Source: an optimization exercise on an open RTL-to-GDS flow (aim: small area). Production flows keep margins and buffers that such runs may drop. RTL that was checked went through simulation tests only; none was proved equivalent to the original.

==> job 4856: inputs <==
// svo_hdmi_top
module svo_hdmi_top (
	input clk,
	input resetn,
	input term_in_tvalid,
	output term_in_tready,
	input [7:0] term_in_tdata,
	output [9:0] tmds_ch0,
	output [9:0] tmds_ch1,
	output [9:0] tmds_ch2
);
==> flow/config.mk <==
export PLATFORM = sky130hd
export DESIGN_NAME = svo_hdmi_top
export DESIGN_NICKNAME = svo_hdmi_top
export VERILOG_FILES = /design/flow/design.v
export SDC_FILE = /design/flow/constraint.sdc
export NUM_CORES = 4
export LEC_CHECK = 0
export CAP_MARGIN = 20
export CORE_MARGIN = 2
export CORE_UTILIZATION = 60
export CTS_BUF_LIST = sky130_fd_sc_hd__clkbuf_8
export CTS_CLUSTER_SIZE = 30
export SLEW_MARGIN = 20
==> flow/constraint.sdc <==
create_clock -name core_clock -period 13.4 [get_ports {clk}]
set_input_delay 2.6800 -clock core_clock [delete_from_list [all_inputs] [get_ports {clk}]]
set_output_delay 2.6800 -clock core_clock [all_outputs]
set_load 0.01 [all_outputs]
run.sh (not shown) runs the stock make flow with config.mk's settings and CLKGATE_MAP_FILE= SYNTH_SCRIPT=/design/flow/synth_recipe.tcl, a recipe that flattens the netlist after the stock synthesis.
==> job 8899: changes against job 4856 <==
--- a/flow/design.v
+++ b/flow/design.v
@@ -1,11 +1,12 @@
 `timescale 1ns / 1ps
 module svo_term #(parameter FGN = 14, parameter FGTAP = 14) (
 	input clk, resetn, pe, sof, sol, cap,
+	input [2:0] p2_x, p2_y, p3_x, p3_y,
 	input        in_axis_tvalid,
 	output       in_axis_tready,
 	input  [7:0] in_axis_tdata,
 	output fg
 );
 	reg [7:0] mem_start, mem_stop;
 	reg [7:0] mem_portA_addr;
 	reg [6:0] mem_portA_wdata;
@@ -39,17 +40,17 @@
 	reg [15:0] rowA;
 	reg [6:0] rdB, colB [0:15];
 	integer i, j;
 	always @* begin
 		rdA = 0;
 		for (j = 0; j < 16; j = j + 1) begin
 			rowA[j] = 0;
 			for (i = 0; i < 16; i = i + 1)
-				rowA[j] = rowA[j] | (nl_flags[16*j+i] & a_lo[i]);
+				rowA[j] = rowA[j] | (ents[7*(16*j+i)+6] & ents[7*(16*j+i)+5] & a_lo[i]);
 			rdA = rdA | (rowA[j] & a_hi[j]);
 		end
 		rdB = 0;
 		for (j = 0; j < 16; j = j + 1) begin
 			colB[j] = 0;
 			for (i = 0; i < 16; i = i + 1)
 				colB[j] = colB[j] | (ents[7*(16*j+i) +: 7] & {7{b_lo[i]}});
 			rdB = rdB | (colB[j] & {7{b_hi[j]}});
@@ -254,17 +255,16 @@
 		8'b00000000, 8'b00000000, 8'b00000000, 8'b00000000, 8'b00000000, 8'b00000000, 8'b00000000, 8'b00000000,
 		8'b00000000, 8'b00000000, 8'b00000000, 8'b00000000, 8'b00000000, 8'b00000000, 8'b00000000, 8'b00000000,
 		8'b00000000, 8'b00000000, 8'b00000000, 8'b00000000, 8'b00000000, 8'b00000000, 8'b00000000, 8'b00000000
 	};
 	localparam [8191:0] fontmem2 = fontmem >> 2048;
 	wire adv = pe;
 	wire p1_start_of_frame = sof;
 	wire p1_start_of_line = sol;
-	reg [2:0] p2_x, p2_y;
 	reg p2_found_end, p2_last_req_remline;
 	reg [7:0] p2_line_start_addr;
 	wire [7:0] next_mem_portB_addr = mem_portB_addr + 8'd1;
 	always @(posedge clk) begin
 		if (!resetn) begin
 			p2_found_end <= 1;
 			p2_last_req_remline <= 1;
 			request_remove_line_oclk <= 0;
@@ -277,52 +277,40 @@
 					request_remove_line_oclk <= ~request_remove_line_oclk;
 					p2_last_req_remline <= 1;
 				end else
 					p2_last_req_remline <= 0;
 				mem_stop_B <= mem_stop_C;
 				mem_portB_addr <= mem_start_C;
 				p2_line_start_addr <= mem_start_C;
 				p2_found_end <= 0;
-				p2_x <= 0;
-				p2_y <= 0;
 			end else
 			if (p1_start_of_line) begin
 				if (p2_y == 7) begin
 					if (mem_portB_addr != mem_stop_B) begin
 						mem_portB_addr <= next_mem_portB_addr;
 						p2_line_start_addr <= next_mem_portB_addr;
 					end else begin
 						p2_line_start_addr <= mem_stop_B;
 					end
 				end else begin
 					mem_portB_addr <= p2_line_start_addr;
 				end
-				p2_x <= 0;
-				p2_y <= p2_y + 3'd1;
 			end else begin
 				if (p2_x == 7) begin
 					if (mem_portB_addr != mem_stop_B && !portB_nl)
 						mem_portB_addr <= next_mem_portB_addr;
 				end
-				p2_x <= p2_x + 3'd1;
 			end
 		end
 	end
-	reg [2:0] p3_x, p3_y, p4_x, p4_y;
-	reg [6:0] p4_c;
-	reg [FGN:1] fgq;
+	reg [FGN:0] fgq;
 	always @(posedge clk) begin
 		if (pe) begin
-			p3_x <= p2_x;
-			p3_y <= p2_y;
-			p4_c <= mem_portB_rdata;
-			p4_x <= p3_x;
-			p4_y <= p3_y;
-			fgq <= {fgq[FGN-1:1], fontmem2[{p4_c, p4_y, p4_x}]};
+			fgq <= {fgq[FGN-1:0], fontmem2[{mem_portB_rdata, p3_y, p3_x}]};
 		end
 	end
 	assign fg = fgq[FGTAP];
 endmodule
 `timescale 1ns / 1ps
 module svo_tmds #(parameter CH0 = 0) (
 	input clk, zero, dead, blank, hsync, vsync,
 	input white, black, gray,
@@ -422,22 +410,27 @@
 	wire blank = !(h_act && v_act);
 	wire zero = dead && vw == 10'd174 && hh >= 11'd1512 && hh < 11'd1519;
 	wire win1 = vw == 10'd174 && hh >= 11'd1517 && hh <= 11'd1524;
 	wire win2 = vw == 10'd727 && hh >= 11'd1266 && hh <= 11'd1275;
 	wire pe = dead ? (win1 || win2) : !blank;
 	wire first = vw == 10'd174 && hh == 11'd1518;
 	wire sof = dead ? first : vw == 10'd727 && hh == 11'd1263;
 	wire sol = dead ? first : hh == 11'd1263;
+	wire [2:0] p2_x = hh[2:0] + (dead ? (vw == 10'd174 ? 3'd1 : 3'd4) : 3'd0);
+	wire [2:0] p3_x = hh[2:0] + (dead ? (vw == 10'd174 ? 3'd0 : 3'd3) : 3'd7);
+	wire [2:0] p2_y = dead ? 3'd0 : vw[2:0] + (hh >= 11'd1264 ? 3'd1 : 3'd0);
+	wire [2:0] p3_y = dead ? 3'd0 : vw[2:0] + (hh >= 11'd1265 ? 3'd1 : 3'd0);
 	wire cap = dead ? vw == 10'd174 && hh == 11'd1514 : vw == 10'd727 && hh == 11'd1259;
 	wire fg;
 	svo_term svo_term (
 		.clk(clk),
 		.resetn(resetn),
 		.pe(pe), .sof(sof), .sol(sol), .cap(cap),
+		.p2_x(p2_x), .p2_y(p2_y), .p3_x(p3_x), .p3_y(p3_y),
 		.in_axis_tvalid(term_in_tvalid),
 		.in_axis_tready(term_in_tready),
 		.in_axis_tdata(term_in_tdata),
 		.fg(fg)
 	);
 	wire [32*32-1:0] bolt_bitmap = {
 		32'b 00000000000000000000000000000000,
 		32'b 01111111000000000000000001111111,
==> flow/flow/run.sh (new file) <==
#!/bin/bash
# The standard layout with two changes:
#  - synthesis: the standard flow's synthesis script, except that ABC maps the logic with
#    flow/abc_area_nf.script (area-oriented) instead of ORFS's speed script.
#    Flip-flops are mapped before ABC runs, so the registers (names, count,
#    cell types) are exactly the standard synthesis's.
#  - clock tree: larger sink clusters and no dummy loads.
set -euo pipefail
W=$(pwd)
export CTS_ARGS="-sink_clustering_enable -repair_clock_nets -dont_use_dummy_load -sink_clustering_size 25 -sink_clustering_max_diameter 80"

sed "s|log_cmd abc {\*}\$abc_args|log_cmd abc -script $W/flow/abc_area_nf.script {*}[lrange \$abc_args 2 end]|" \
	"$FLOW_HOME/scripts/synth.tcl" > "$W/own_synth.tcl"
grep -q "abc_area_nf.script" "$W/own_synth.tcl"
sed "s|source \$::env(SCRIPTS_DIR)/synth.tcl|source $W/own_synth.tcl|" "$W/synth_recipe.tcl" > "$W/own_synth_recipe.tcl"
grep -q "own_synth.tcl" "$W/own_synth_recipe.tcl"
sed "s|SYNTH_SCRIPT=[^ ]*|SYNTH_SCRIPT=$W/own_synth_recipe.tcl|" "$W/standard.sh" > "$W/own_standard.sh"
grep -q "own_synth_recipe.tcl" "$W/own_standard.sh"

bash "$W/own_standard.sh" synth > "$W/synth.log" 2>&1
bash "$W/standard.sh" finish > "$W/standard.log" 2>&1
==> flow/flow/abc_area_nf.script (new file) <==
&get -n
&st
&dc2
&dch
&nf -R 1000
&st
&dc2
&dch
&nf -R 1000
&put
==> flow/standard.sh (new file) <==
#!/bin/bash
# synth_recipe.tcl (not shown) runs the flow's synth.tcl, then flattens the netlist and writes it again
# the make line also repeats each setting of config.mk as NAME=value (left out here)
make -C /OpenROAD-flow-scripts/flow DESIGN_CONFIG=/design/flow/config.mk WORK_HOME=/design/flow/orfs CLKGATE_MAP_FILE= SYNTH_SCRIPT=/design/flow/synth_recipe.tcl "${@:-finish}"
CTS_BUF_LIST = unset   (was sky130_fd_sc_hd__clkbuf_8)
CTS_CLUSTER_SIZE = unset   (was 30)
removed: flow/run.sh
==> job 9587: changes against job 4856 <==
--- a/flow/design.v
+++ b/flow/design.v
@@ -1,74 +1,50 @@
 `timescale 1ns / 1ps
 module svo_term #(parameter FGN = 14, parameter FGTAP = 14) (
-	input clk, resetn, pe, sof, sol, cap,
+	input clk, resetn, pe,
 	input        in_axis_tvalid,
 	output       in_axis_tready,
 	input  [7:0] in_axis_tdata,
 	output fg
 );
+	reg [6:0] mem [0:255];
 	reg [7:0] mem_start, mem_stop;
 	reg [7:0] mem_portA_addr;
+	reg [6:0] mem_portA_rdata;
 	reg [6:0] mem_portA_wdata;
 	reg mem_portA_wen;
 	reg [7:0] mem_portB_addr;
 	reg [6:0] mem_portB_rdata;
-	reg [7:0] mem_start_C, mem_stop_C;
+	reg [7:0] mem_start_B1, mem_stop_B1;
+	reg [7:0] mem_start_B2, mem_stop_B2;
+	reg [7:0] mem_start_B3, mem_stop_B3;
+	reg [7:0] mem_start_B4, mem_stop_B4;
 	reg [7:0] mem_stop_B;
+	wire portA_nl = &mem_portA_rdata[6:5];
 	wire portB_nl = &mem_portB_rdata[6:5];
 	wire [6:0] in_code = in_axis_tdata[7] ? 7'd0 :
 	                     in_axis_tdata == 8'd10 ? 7'b1100000 : in_axis_tdata[6:0] - 7'd32;
-	wire [15:0] a_lo, a_hi, b_lo, b_hi;
-	genvar gi;
-	generate for (gi = 0; gi < 16; gi = gi + 1) begin : predec
-		assign a_lo[gi] = mem_portA_addr[3:0] == gi;
-		assign a_hi[gi] = mem_portA_addr[7:4] == gi;
-		assign b_lo[gi] = mem_portB_addr[3:0] == gi;
-		assign b_hi[gi] = mem_portB_addr[7:4] == gi;
-	end endgenerate
-	wire [255:0] nl_flags;
-	wire [7*256-1:0] ents;
-	generate for (gi = 0; gi < 256; gi = gi + 1) begin : ent
-		reg [6:0] q;
-		always @(posedge clk)
-			if (mem_portA_wen && a_hi[gi / 16] && a_lo[gi % 16])
-				q <= mem_portA_wdata;
-		assign nl_flags[gi] = &q[6:5];
-		assign ents[7*gi +: 7] = q;
-	end endgenerate
-	reg rdA;
-	reg [15:0] rowA;
-	reg [6:0] rdB, colB [0:15];
-	integer i, j;
-	always @* begin
-		rdA = 0;
-		for (j = 0; j < 16; j = j + 1) begin
-			rowA[j] = 0;
-			for (i = 0; i < 16; i = i + 1)
-				rowA[j] = rowA[j] | (nl_flags[16*j+i] & a_lo[i]);
-			rdA = rdA | (rowA[j] & a_hi[j]);
-		end
-		rdB = 0;
-		for (j = 0; j < 16; j = j + 1) begin
-			colB[j] = 0;
-			for (i = 0; i < 16; i = i + 1)
-				colB[j] = colB[j] | (ents[7*(16*j+i) +: 7] & {7{b_lo[i]}});
-			rdB = rdB | (colB[j] & {7{b_hi[j]}});
-		end
-	end
-	reg portA_nl;
 	always @(posedge clk) begin
-		portA_nl <= !mem_portA_wen && rdA;
-		if (pe)
-			mem_portB_rdata <= mem_portB_addr != mem_stop_B ? rdB : 7'd0;
-		if (cap) begin
-			mem_start_C <= mem_start;
-			mem_stop_C <= mem_stop;
+		if (mem_portA_wen) begin
+			mem_portA_rdata <= 0;
+			mem[mem_portA_addr] <= mem_portA_wdata;
+		end else begin
+			mem_portA_rdata <= mem[mem_portA_addr];
 		end
+		if (pe)
+			mem_portB_rdata <= mem_portB_addr != mem_stop_B ? mem[mem_portB_addr] : 7'd0;
+		mem_start_B1 <= mem_start;
+		mem_start_B2 <= mem_start_B1;
+		mem_start_B3 <= mem_start_B2;
+		mem_start_B4 <= mem_start_B3;
+		mem_stop_B1 <= mem_stop;
+		mem_stop_B2 <= mem_stop_B1;
+		mem_stop_B3 <= mem_stop_B2;
+		mem_stop_B4 <= mem_stop_B3;
 	end
 	reg request_remove_line_oclk;
 	reg request_remove_line_syn1;
 	reg request_remove_line_syn2;
 	reg request_remove_line_syn3;
 	reg request_remove_line;
 	always @(posedge clk) begin
 		request_remove_line_syn1 <= request_remove_line_oclk;
@@ -251,41 +227,63 @@
 		8'b00000000, 8'b00000000, 8'b00000000, 8'b00000000, 8'b00000000, 8'b00000000, 8'b00000000, 8'b00000000,
 		8'b00000000, 8'b00000000, 8'b00000000, 8'b00000000, 8'b00000000, 8'b00000000, 8'b00000000, 8'b00000000,
 		8'b00000000, 8'b00000000, 8'b00000000, 8'b00000000, 8'b00000000, 8'b00000000, 8'b00000000, 8'b00000000,
 		8'b00000000, 8'b00000000, 8'b00000000, 8'b00000000, 8'b00000000, 8'b00000000, 8'b00000000, 8'b00000000,
 		8'b00000000, 8'b00000000, 8'b00000000, 8'b00000000, 8'b00000000, 8'b00000000, 8'b00000000, 8'b00000000,
 		8'b00000000, 8'b00000000, 8'b00000000, 8'b00000000, 8'b00000000, 8'b00000000, 8'b00000000, 8'b00000000
 	};
 	localparam [8191:0] fontmem2 = fontmem >> 2048;
-	wire adv = pe;
-	wire p1_start_of_frame = sof;
-	wire p1_start_of_line = sol;
+	reg [4:0] oresetn_q;
+	always @(posedge clk)
+		oresetn_q <= {oresetn_q[3:0], resetn};
+	wire oresetn = oresetn_q[4];
+	wire adv = oresetn && pe;
+	reg p1_start_of_frame;
+	reg p1_start_of_line;
+	reg [10:0] p1_xpos;
+	reg [9:0] p1_ypos;
+	always @(posedge clk) begin
+		if (!oresetn) begin
+			p1_xpos <= 0;
+			p1_ypos <= 0;
+		end else
+		if (pe) begin
+			p1_start_of_frame <= !p1_xpos && !p1_ypos;
+			p1_start_of_line <= !p1_xpos;
+			if (p1_xpos == 1279) begin
+				p1_xpos <= 0;
+				p1_ypos <= p1_ypos == 719 ? 10'd0 : p1_ypos + 10'd1;
+			end else begin
+				p1_xpos <= p1_xpos + 11'd1;
+			end
+		end
+	end
 	reg [2:0] p2_x, p2_y;
 	reg p2_found_end, p2_last_req_remline;
 	reg [7:0] p2_line_start_addr;
 	wire [7:0] next_mem_portB_addr = mem_portB_addr + 8'd1;
 	always @(posedge clk) begin
-		if (!resetn) begin
+		if (!oresetn) begin
 			p2_found_end <= 1;
 			p2_last_req_remline <= 1;
 			request_remove_line_oclk <= 0;
 		end else
 		if (pe) begin
 			if (mem_portB_addr == mem_stop_B)
 				p2_found_end <= 1;
 			if (p1_start_of_frame) begin
 				if (!p2_found_end && !p2_last_req_remline) begin
 					request_remove_line_oclk <= ~request_remove_line_oclk;
 					p2_last_req_remline <= 1;
 				end else
 					p2_last_req_remline <= 0;
-				mem_stop_B <= mem_stop_C;
-				mem_portB_addr <= mem_start_C;
-				p2_line_start_addr <= mem_start_C;
+				mem_stop_B <= mem_stop_B4;
+				mem_portB_addr <= mem_start_B4;
+				p2_line_start_addr <= mem_start_B4;
 				p2_found_end <= 0;
 				p2_x <= 0;
 				p2_y <= 0;
 			end else
 			if (p1_start_of_line) begin
 				if (p2_y == 7) begin
 					if (mem_portB_addr != mem_stop_B) begin
 						mem_portB_addr <= next_mem_portB_addr;
@@ -306,17 +304,17 @@
 				p2_x <= p2_x + 3'd1;
 			end
 		end
 	end
 	reg [2:0] p3_x, p3_y, p4_x, p4_y;
 	reg [6:0] p4_c;
 	reg [FGN:1] fgq;
 	always @(posedge clk) begin
-		if (pe) begin
+		if (oresetn && pe) begin
 			p3_x <= p2_x;
 			p3_y <= p2_y;
 			p4_c <= mem_portB_rdata;
 			p4_x <= p3_x;
 			p4_y <= p3_y;
 			fgq <= {fgq[FGN-1:1], fontmem2[{p4_c, p4_y, p4_x}]};
 		end
 	end
@@ -416,28 +414,24 @@
 		end
 	end
 	wire h_act = hh < 11'd1280;
 	wire v_act = vw >= 10'd8 && vw < 10'd728;
 	wire hsync = hh >= 11'd1344 && hh < 11'd1472;
 	wire vsync = vw >= 10'd731 && vw < 10'd736;
 	wire blank = !(h_act && v_act);
 	wire zero = dead && vw == 10'd174 && hh >= 11'd1512 && hh < 11'd1519;
-	wire win1 = vw == 10'd174 && hh >= 11'd1517 && hh <= 11'd1524;
+	wire win1 = vw == 10'd174 && hh >= 11'd1512 && hh <= 11'd1524;
 	wire win2 = vw == 10'd727 && hh >= 11'd1266 && hh <= 11'd1275;
 	wire pe = dead ? (win1 || win2) : !blank;
-	wire first = vw == 10'd174 && hh == 11'd1518;
-	wire sof = dead ? first : vw == 10'd727 && hh == 11'd1263;
-	wire sol = dead ? first : hh == 11'd1263;
-	wire cap = dead ? vw == 10'd174 && hh == 11'd1514 : vw == 10'd727 && hh == 11'd1259;
 	wire fg;
 	svo_term svo_term (
 		.clk(clk),
 		.resetn(resetn),
-		.pe(pe), .sof(sof), .sol(sol), .cap(cap),
+		.pe(pe),
 		.in_axis_tvalid(term_in_tvalid),
 		.in_axis_tready(term_in_tready),
 		.in_axis_tdata(term_in_tdata),
 		.fg(fg)
 	);
 	wire [32*32-1:0] bolt_bitmap = {
 		32'b 00000000000000000000000000000000,
 		32'b 01111111000000000000000001111111,
CORE_UTILIZATION = 40   (was 60)
CTS_BUF_LIST = unset   (was sky130_fd_sc_hd__clkbuf_8)
CTS_CLUSTER_SIZE = unset   (was 30)
==> impl_metrics.env <==
export IMPL_status="timing/DRC/antenna clean"
export IMPL_use_met1_pct=29.21
export IMPL_layout_common_cells="1873 x edfxtp_1, 757 x mux4_2, 417 x nor2_1, 215 x clkbuf_16, 187 x dfxtp_1"
export IMPL_synth_distinct_cells=94
export IMPL_synth_compound_area_share_pct=4.348
export IMPL_dieArea_um2=229000
export IMPL_min_from="svo_term.oresetn_q[1]$_DFF_P_"
export IMPL_sh_seq_area_pct=59.83
export IMPL_cp_depth=14
export IMPL_drtPass1Iterations=6
export IMPL_n_sequential_cell=2071
export IMPL_holdPathEnd="svo_term.oresetn_q[2]$_DFF_P_"
export IMPL_max_slew_worst_pin_slew_ns=1.154
export IMPL_dp_cells=7820
(the above is from job 9587)
==> impl_metrics.env <==
export IMPL_status="timing/DRC/antenna clean"
export IMPL_crit_chain="ha_1 > inv_1 > nor2_1 > ha_1 > or3_1 > nor3_1 > o21ai_0 > ha_1 > inv_1 > o32ai_1 > a221oi_1 > o31a_1 > clkdlybuf4s50_1"
export IMPL_grt_pass1_vias=54860
export IMPL_num_clock_buffers=343
export IMPL_use_met1_pct=53.39
export IMPL_layout_common_cells="1887 x edfxtp_1, 496 x a22oi_1, 494 x nor2_1, 402 x nand3_1, 343 x clkbuf_8"
export IMPL_holdPathEnd="svo_term.request_remove_line_syn2$_DFF_P_"
export IMPL_sh_seq_area_pct=64.84
export IMPL_synth_compound_area_share_pct=13.94
export IMPL_multiInputGateArea_um2=22040
export IMPL_drtPass1Iterations=13
export IMPL_max_slew_worst_pin_slew_ns=1.276
export IMPL_synthTopCellsByArea="edfxtp_1 69%, a22oi_1 4.5%, dfxtp_1 2.6%"
export IMPL_dp_cells=7383
export IMPL_n_sequential_cell=1994
(the above is from job 4856)
==> impl_metrics.env <==
export IMPL_status="timing/DRC/antenna clean"
export IMPL_n_sequential_cell=1970
export IMPL_synth_distinct_cells=64
export IMPL_synth_compound_area_share_pct=13.39
export IMPL_sh_seq_area_pct=68.76
export IMPL_dp_cells=7110
export IMPL_cp_depth=18
export IMPL_max_slew_worst_pin_slew_ns=1.297
export IMPL_use_met1_pct=53.27
export IMPL_min_from="svo_term.request_remove_line_syn1$_DFF_P_"
export IMPL_holdPathEnd="svo_term.request_remove_line_syn2$_DFF_P_"
(the above is from job 8899)
The RTL of job 4856 was laid out without a check of its function.

## port drivers added, routing unchanged
The flow's constraints put no driver on any port. The routed layouts listed below were extracted and timed again, unchanged, in two steps.
Step 1 (the two cells are an assumption about what drives the block):
set clk [get_ports {clk}]
set_driving_cell -lib_cell sky130_fd_sc_hd__clkbuf_16 $clk
set_driving_cell -lib_cell sky130_fd_sc_hd__buf_2 [delete_from_list [all_inputs] $clk]
Step 2 also shifts input and output timing later by t, the mid clock arrival at the registers, as if the neighbouring blocks saw the same clock.
Slacks: no drivers / after step 1 / after step 2; pairs: no drivers / after step 1.
| run | t (ns) | setup slack, ns | hold WS [ns] | clock arrival spread, ns | worst data-port slew with drivers (ns) |
|---|---|---|---|---|---|
| job 4856 | 1.063 | 5.215 / 5.133 / 6.196 | 0.336 / 0.336 / 0.336 | 0.102 / 0.102 | 0.04 |
| job 8899 | 0.812 | 4.399 / 4.310 / 5.123 | 0.363 / 0.363 / 0.363 | 0.132 / 0.133 | 0.06 |
| job 9587 | 0.943 | 5.188 / 5.091 / 6.034 | 0.318 / 0.318 / 0.318 | 0.051 / 0.052 | 0.08 |
After both steps setup and hold are still met in every run listed.
